This is an optimization exercise on Yosys and OpenROAD, whose aim is small area, a short achievable clock period and few clock cycles, not a production implementation. Function was checked by simulation only, so behaviour that the tests miss may differ from the original. Power and IR drop assume default switching activity.

Design TPU, start of the top module:
module TPU(
    clk,
    rst_n,
    in_valid,
    K,
    M,
    N,
    busy,
    A_wr_en,
    A_index,
    A_data_in,
    A_data_out,
    B_wr_en,
    B_index,
    B_data_in,
    B_data_out,
    C_wr_en,
    C_index,
    C_data_in,
    C_data_out
);
input clk;
input rst_n;
input            in_valid;
input [7:0]      K;
input [7:0]      M;
input [7:0]      N;
output  reg      busy;
output           A_wr_en;
output [15:0]    A_index;
output [31:0]    A_data_in;
input  [31:0]    A_data_out;
output           B_wr_en;
output [15:0]    B_index;
output [31:0]    B_data_in;
input  [31:0]    B_data_out;
output           C_wr_en;
output [15:0]    C_index;
output [127:0]   C_data_in;
input  [127:0]   C_data_out;
reg  [7:0] k_end;        
reg  [2:0] pad1;         
reg        k_one;        
reg  [5:0] mt_last;      
reg        mt_zero;      
reg  [3:0] last_rows;    
reg  [3:0] top_row;      
wire [5:0] mt_last_in = M[7:2] + {5'd0, |M[1:0]} - 6'd1;
wire [5:0] nt_last_in = N[7:2] + {5'd0, |N[1:0]} - 6'd1;
wire       k_small    = (K[7:2] == 6'd0);                
wire [7:0] k_end_in   = k_small ? 8'd3 : K - 8'd1;
always @(posedge clk) begin
    if (in_valid) begin
        k_end     <= k_end_in;
        pad1      <= k_small ? 3'd5 - {1'b0, K[1:0]} : 3'd1;
        k_one     <= (K == 8'd1);
        mt_last   <= mt_last_in;
        mt_zero   <= (mt_last_in == 6'd0);
        case (M[1:0])
            2'd1:    begin last_rows <= 4'b0001; top_row <= 4'b0001; end
            2'd2:    begin last_rows <= 4'b0011; top_row <= 4'b0010; end
            2'd3:    begin last_rows <= 4'b0111; top_row <= 4'b0100; end
  ...
make LEC_CHECK=0 CAP_MARGIN=20 CORE_MARGIN=2 CORE_UTILIZATION=40 SETUP_SLACK_MARGIN=4.6 SLEW_MARGIN=20 finish   # period 8.0 ns
run.sh (not shown) runs the stock make flow with config.mk's settings and CLKGATE_MAP_FILE= SYNTH_SCRIPT=/design/flow/synth_recipe.tcl, a recipe that flattens the netlist after the stock synthesis.
The starting point produced a clean layout.
Testbench counts at the start, summed over its fixed seeds: cycles 122,601.
==> next run, changes <==
CORE_UTILIZATION = 60   (was 40)
The changed run completed with no timing, DRC or antenna violations.
Worst hold slack barely changes.
Cell count shrinks by 8.2%.
Core utilization grows by 23 points.
Total power shrinks by 1.2%.
First-iteration DRC count grows by 22%.
==> next run, changes <==
CORE_UTILIZATION = 40   (was 60)
SETUP_SLACK_MARGIN = 5.0   (was 4.6)
Via count rises by 3.2%.
First-iteration DRC count falls by 7.5%.
Setup slack improves by 35 ps.
Cell area rises by 8.8%.
Power rises by 5.7%.
Worst hold slack degrades by 15 ps.
Routed wire length rises by 12%.
Sequential share of layout area falls by 2.2 points.
Utilization falls by 19 points.
Sequential power is about the same.
Die area rises by 49%.
==> next run, changes <==
SETUP_SLACK_MARGIN = not set   (was 5.0)
Outcome: The changed run finished with timing, DRC and antenna clean; power drops by 8.4%; worst hold slack gains 8.4 ps; design area drops by 12%; sequential power drops by about 0.7%; worst setup slack loses 910 ps; core utilization drops by 6.4 points.

---

TPU, a different RTL version from the one above (not shown whole).
==> flow/config.mk <==
export PLATFORM = sky130hd
export DESIGN_NAME = TPU
export DESIGN_NICKNAME = TPU
export VERILOG_FILES = /design/flow/design.v
export SDC_FILE = /design/flow/constraint.sdc
export NUM_CORES = 4
export LEC_CHECK = 0
export ABC_AREA = 1
export CAP_MARGIN = 20
export CORE_MARGIN = 2
export CORE_UTILIZATION = 40
export SETUP_SLACK_MARGIN = 4.5
export SLEW_MARGIN = 20
==> flow/constraint.sdc <==
create_clock -name core_clock -period 8.0 [get_ports {clk}]
set_input_delay 1.6000 -clock core_clock [delete_from_list [all_inputs] [get_ports {clk}]]
set_output_delay 1.6000 -clock core_clock [all_outputs]
set_load 0.01 [all_outputs]
The first run went through all stages and came out clean.
Testbench counts at the start, summed over its fixed seeds: cycles 122,601.
Then changed:
--- a/flow/config.mk
+++ b/flow/config.mk
@@ -10,4 +10,5 @@
 export CORE_MARGIN = 2
-export CORE_UTILIZATION = 40
-export SETUP_SLACK_MARGIN = 4.5
+export CORE_UTILIZATION = 55
+export PLACE_DENSITY = 0.7
+export SETUP_SLACK_MARGIN = 4.8
 export SLEW_MARGIN = 20
Combinational power goes up by 12%; design area grows by 5.5%; power rose by 4.8%; routed wire length went up by 3.9%; setup slack improved by 0.16 ns; die area goes down by 27%; critical path depth increases by 4.
Then changed:
--- a/flow/config.mk
+++ b/flow/config.mk
@@ -10,5 +10,4 @@
 export CORE_MARGIN = 2
-export CORE_UTILIZATION = 55
-export PLACE_DENSITY = 0.7
-export SETUP_SLACK_MARGIN = 4.8
+export CORE_UTILIZATION = 40
+export SETUP_SLACK_MARGIN = 4.7
 export SLEW_MARGIN = 20
After rerunning: The new run completed with no timing, DRC or antenna violations. Cell area goes down by 1.5%. Hold slack barely changes. Wire length goes down by 0.53%. Via count decreases by 4.1%.
Then changed:
--- a/flow/config.mk
+++ b/flow/config.mk
@@ -10,3 +10,4 @@
 export CORE_MARGIN = 2
-export CORE_UTILIZATION = 40
+export CORE_UTILIZATION = 55
+export PLACE_DENSITY = 0.7
 export SETUP_SLACK_MARGIN = 4.7
Result: The new run ran to the end with no violations. Count of clock-buffer cells in the layout went down by 17. Wire length decreases by about 3%. Power falls by about 1.1%. Utilization grows by 17 points. Die area decreases by 27%. Worst hold slack gets worse by 0.0045 ns. Critical path depth decreases by 2.

---

Another version of the RTL of TPU (not shown whole).
Size: about 7800 cells after synthesis, roughly 950 flip-flops, roughly 63000 µm² of cells after synthesis.
// TPU
module TPU(
    clk,
    rst_n,
    in_valid,
    K,
    M,
    N,
    busy,
    A_wr_en,
    A_index,
    A_data_in,
    A_data_out,
    B_wr_en,
    B_index,
    B_data_in,
    B_data_out,
    C_wr_en,
    C_index,
    C_data_in,
    C_data_out
);
input clk;
input rst_n;
input            in_valid;
input [7:0]      K;
input [7:0]      M;
input [7:0]      N;
output  reg      busy;
output           A_wr_en;
output [15:0]    A_index;
output [31:0]    A_data_in;
input  [31:0]    A_data_out;
output           B_wr_en;
output [15:0]    B_index;
output [31:0]    B_data_in;
input  [31:0]    B_data_out;
output           C_wr_en;
output [15:0]    C_index;
output [127:0]   C_data_in;
input  [127:0]   C_data_out;
reg  [7:0] k_end;        
reg  [2:0] pad1;         
reg        k_one;        
reg  [5:0] mt_last;      
reg        mt_zero;      
reg  [3:0] last_rows;    
reg  [3:0] top_row;      
wire [7:0] m_dec      = M - 8'd1;
wire [7:0] n_dec      = N - 8'd1;
wire [7:0] k_dec      = K - 8'd1;
wire [5:0] mt_last_in = m_dec[7:2];                      
wire [5:0] nt_last_in = n_dec[7:2];                      
wire       m_one_tile = (M[7:3] == 5'd0) & ~(M[2] & |M[1:0]);    
wire       n_one_tile = (N[7:3] == 5'd0) & ~(N[2] & |N[1:0]);    
wire       k_small    = (K[7:2] == 6'd0);                
wire [7:0] k_end_in   = k_small ? 8'd3 : k_dec;
always @(posedge clk) begin
    if (in_valid) begin
        k_end     <= k_end_in;
        pad1      <= k_small ? 3'd5 - {1'b0, K[1:0]} : 3'd1;
        k_one     <= (K == 8'd1);
        mt_last   <= mt_last_in;
        mt_zero   <= m_one_tile;
  ...
Settings: LEC_CHECK=0, ABC_AREA=1, CAP_MARGIN=10, CORE_MARGIN=2, CORE_UTILIZATION=55, PLACE_DENSITY=0.7, SETUP_SLACK_MARGIN=4.7, SLEW_MARGIN=10; clock period 8.0 ns.
Testbench counts at the start, summed over its fixed seeds: cycles 122,601.
Next try:
CAP_MARGIN = 20   (was 10)
SLEW_MARGIN = 20   (was 10)
Outcome: Register-to-register slack barely changes; global-route usage does not change; count of clock-buffer cells in the layout is unchanged; setup slack hardly moves; critical path depth climbs by 2; flip-flop and latch count is unchanged.

## separate check: timing with driven ports
In the flow no input, the clock included, has a driving cell. The finished layouts below were timed again as built, in two steps. Step 1 sets driving cells, clkbuf_16 on the clock port and buf_2 on the other inputs (assumed; they add their load-dependent delay and slew). Step 2 times the ports against the registers' clock, not the clock port: input delays grow and output delays shrink by t, the midpoint of the rising clock arrivals with the driver on. Slacks: ideal / step 1 / step 2; pairs: ideal / step 1.
| run | t, ns | setup WS [ns] | worst setup path at the end | worst data-port slew with drivers (ns) |
|---|---|---|---|---|
| the first run of note 1 | 0.893 | 4.531 / 4.531 / 3.847 | input to register | 0.12 |
| the second run of note 1 | 0.857 | 4.513 / 4.513 / 4.010 | input to register | 0.06 |
| the third run of note 1 | 0.878 | 4.548 / 4.548 / 4.228 | input to register | 0.07 |
| the fourth run of note 1 | 0.882 | 3.634 / 3.634 / 3.634 | register to register | 0.09 |
| the first run of note 2 | 0.823 | 4.534 / 4.475 / 4.222 | input to register | 0.11 |
| the second run of note 2 | 0.811 | 4.699 / 4.699 / 4.333 | input to register | 0.07 |
| the third run of note 2 | 0.832 | 4.696 / 4.665 / 4.351 | input to register | 0.12 |
| the fourth run of note 2 | 0.779 | 4.716 / 4.664 / 4.362 | input to register | 0.07 |
| the first run of note 3 | 0.788 | 4.660 / 4.659 / 4.261 | input to register | 0.07 |
| the second run of note 3 | 0.791 | 4.658 / 4.658 / 4.261 | input to register | 0.07 |
After both steps setup and hold are still met in every run listed. For the first run of note 1, which loses most, drivers alone change the setup slack by 0.000 ns; drivers and shift together by -0.684 ns.
